Context: an optimization exercise on an open-source flow, tuned for small area. The choices shown serve that exercise and are no tape-out recipe.
Function was checked by simulation only, so behaviour that the tests miss may differ from the original.
Power figures rest on the tool's default switching activity, not on a simulated workload.

==> flow/design.v <==
module TENBASET_TxD(clk20, rst, Ethernet_TDp, Ethernet_TDm, DataIN, win);
input clk20;
input rst;
input [7:0] DataIN;           
output Ethernet_TDp, Ethernet_TDm;
output win;                   
reg [17:0] cnt; always @(posedge clk20) if(rst) cnt <= 18'h3FFFD; else cnt <= cnt + 1'b1;
reg s1, s2;
always @(posedge clk20) if(rst) begin s1 <= 0; s2 <= 0; end else if(&cnt) begin s1 <= 1'b1; s2 <= s1; end
assign win = (cnt[6:0] == 7'd126);
wire [13:0] m = cnt[17:4];    
wire [2:0]  b = cnt[3:1];     
reg [7:0] pay; always @(posedge clk20) if(cnt[3:0] == 4'd14) pay <= DataIN;
localparam [399:0] HDR = 400'h0000C805000400040200A8C02C00A8C092B3118000000000DC0500450008907856341200C2C7E0E82400D555555555555555;
wire hdrbit = HDR[{m[5:0], b}];
wire in_hdr   = (m < 14'd50);
wire in_crc   = (m >= 14'd8)  && (m < 14'd1522);    
wire in_ctl   = (m >= 14'd4)  && (m < 14'd8);       
wire in_flush = (m >= 14'd1522);
wire databit  = in_hdr ? hdrbit : pay[b];
localparam [31:0] CTL = 32'h9990C1E2;
reg [31:0] CRC;
wire cin = in_crc ? (databit ^ CRC[31]) : (in_ctl & CTL[{m[1:0], b}]);
always @(posedge clk20) if(~cnt[0]) CRC <= {CRC[30:0], 1'b0} ^ ({32{cin}} & 32'h04C11DB7);
wire frame = s2 & (cnt < 18'h05F60);
wire txbit = in_flush ? ~CRC[31] : databit;
wire pulse = (s2 & (cnt >= 18'h05F60) & (cnt <= 18'h05F65))
           | (s1 & ~s2 & ((cnt[16:0] == 17'h1FFFD) | (cnt[16:0] == 17'h1FFFE)))
           | (s2 & (cnt[17:1] == 17'h12FAF));
reg Ethernet_TDp, Ethernet_TDm;
always @(posedge clk20)
  if(rst) begin Ethernet_TDp <= 0; Ethernet_TDm <= 0; end
  else if(frame) begin
    if(~cnt[0]) begin Ethernet_TDp <= ~txbit; Ethernet_TDm <= txbit; end
    else begin Ethernet_TDp <= Ethernet_TDm; Ethernet_TDm <= Ethernet_TDp; end
  end
  else begin Ethernet_TDp <= pulse; Ethernet_TDm <= 1'b0; end
endmodule
module dvd(clk20, rst, Ethernet_TDp, Ethernet_TDm , DataIN );
input clk20;
input rst;
input [7:0] DataIN ;
output Ethernet_TDp,Ethernet_TDm;
wire win;
reg [14:0] ACCADD;
reg [7:0] ACC;
always @(posedge clk20) begin
  ACCADD <= (win ? 15'd0 : ACCADD) + DataIN;
  if (win) ACC <= ACCADD[14:7];
end
TENBASET_TxD trn_inst(clk20, rst, Ethernet_TDp, Ethernet_TDm, ACC, win);
endmodule
==> flow/config.mk <==
export PLATFORM = sky130hd
export DESIGN_NAME = dvd
export DESIGN_NICKNAME = dvd
export VERILOG_FILES = /design/flow/design.v
export SDC_FILE = /design/flow/constraint.sdc
export NUM_CORES = 4
export LEC_CHECK = 0
export CAP_MARGIN = 20
export CORE_MARGIN = 2
export CORE_UTILIZATION = 40
export SLEW_MARGIN = 20
==> flow/constraint.sdc <==
create_clock -name core_clock -period 10.0 [get_ports {clk20}]
set_input_delay 2.0000 -clock core_clock [delete_from_list [all_inputs] [get_ports {clk20}]]
set_output_delay 2.0000 -clock core_clock [all_outputs]
set_load 0.01 [all_outputs]
standard.sh (not shown) runs the stock make flow with config.mk's settings and CLKGATE_MAP_FILE= SYNTH_SCRIPT=/design/flow/synth_recipe.tcl, a recipe that flattens the netlist after the stock synthesis.
==> flow/flow/run.sh <==
#!/bin/bash
# Own layout flow: the standard synthesis, then the combinational logic is
# mapped again by ABC for area (registers untouched), then the standard ORFS
# steps with small port buffers and a lighter clock tree.
set -euo pipefail
W=$(pwd)
R=$W/orfs/results/sky130hd/dvd/base
LIB=$FLOW_HOME/platforms/sky130hd/lib/sky130_fd_sc_hd__tt_025C_1v80.lib
bash standard.sh synth > $W/log_synth.txt 2>&1
cp $R/1_2_yosys.v $W/std_synth.v
LIB=$LIB IN=$W/std_synth.v OUT=$R/1_2_yosys.v SCR=$W/flow/area.abc yosys -c $W/flow/reopt.tcl > $W/log_reopt.txt 2>&1
rm -f $R/1_synth.odb $R/1_synth.sdc
bash standard.sh "BUFFER_PORTS_ARGS=-buffer_cell sky130_fd_sc_hd__buf_1" "CTS_ARGS=-sink_clustering_enable -repair_clock_nets -dont_use_dummy_load" finish > $W/log_finish.txt 2>&1
==> flow/flow/area.abc <==
strash; dch -f; map -a; strash; dch -f; map -a; topo
==> flow/flow/reopt.tcl <==
# Re-map the combinational cells of a mapped netlist with ABC; flip-flops stay as they are.
yosys -import
set lib $::env(LIB)
read_liberty -ignore_miss_func $lib
read_verilog $::env(IN)
hierarchy -top dvd
foreach m {dfxtp_1 dfxtp_2 dfxtp_4 edfxtp_1 dfrtp_1 dfrtp_2 dfrtp_4 dfstp_1 dfstp_2 dfstp_4 dfxbp_1 dfxbp_2 conb_1} { catch { blackbox sky130_fd_sc_hd__$m } }
flatten
opt -purge
abc -liberty $lib -dont_use *lpflow* -dont_use *probe* -script $::env(SCR)
opt_clean -purge
hilomap -singleton -hicell sky130_fd_sc_hd__conb_1 HI -locell sky130_fd_sc_hd__conb_1 LO
tee -o $::env(OUT).stat stat -liberty $lib
write_verilog -noattr -nohex -nodec $::env(OUT)
==> next run, changes <==
--- a/flow/flow/run.sh
+++ b/flow/flow/run.sh
@@ -12,2 +12,2 @@
 rm -f $R/1_synth.odb $R/1_synth.sdc
-bash standard.sh "BUFFER_PORTS_ARGS=-buffer_cell sky130_fd_sc_hd__buf_1" "CTS_ARGS=-sink_clustering_enable -repair_clock_nets -dont_use_dummy_load" finish > $W/log_finish.txt 2>&1
+bash standard.sh "BUFFER_PORTS_ARGS=-buffer_cell sky130_fd_sc_hd__buf_1" finish > $W/log_finish.txt 2>&1
==> flow/flow/area.abc (replaced) <==
strash; dch; map -a; topo
What happened: The changed run ran to the end with no violations; routed wire length came out higher by 5.1%; total power rises by 5.3%; synthesized area went up by 1.5%; first-iteration DRC count shrinks by 16%; flip-flop and latch count stays the same; die area rises by 1.4%; non-clock buffer count stays the same; design area climbs by 3.3%.

[static timing again, ports no longer ideal]
The results above use ideal ports. As a check the final layouts listed here were re-extracted and re-timed, cells and wires unchanged. Step 1 sets driving cells, clkbuf_16 on the clock port and buf_2 on the other inputs (assumed; they add their load-dependent delay and slew). Step 2, shift: input delay + t, output delay - t, t = (earliest + latest rising clock arrival at the registers) / 2. This alone moves slack from input paths to output paths. a / b / c = ideal / step 1 / step 2; a / b = the first two.
run	t, ns	setup slack, ns	worst setup path at the end	slew at the worst register clock pin (ns)	worst data-port slew with drivers (ns)
the first run	0.367	5.181 / 5.181 / 5.181	register to register	0.09 / 0.09	0.03
the second run	0.367	4.721 / 4.721 / 4.721	register to register	0.09 / 0.09	0.03
After both steps every run listed still meets setup and hold.
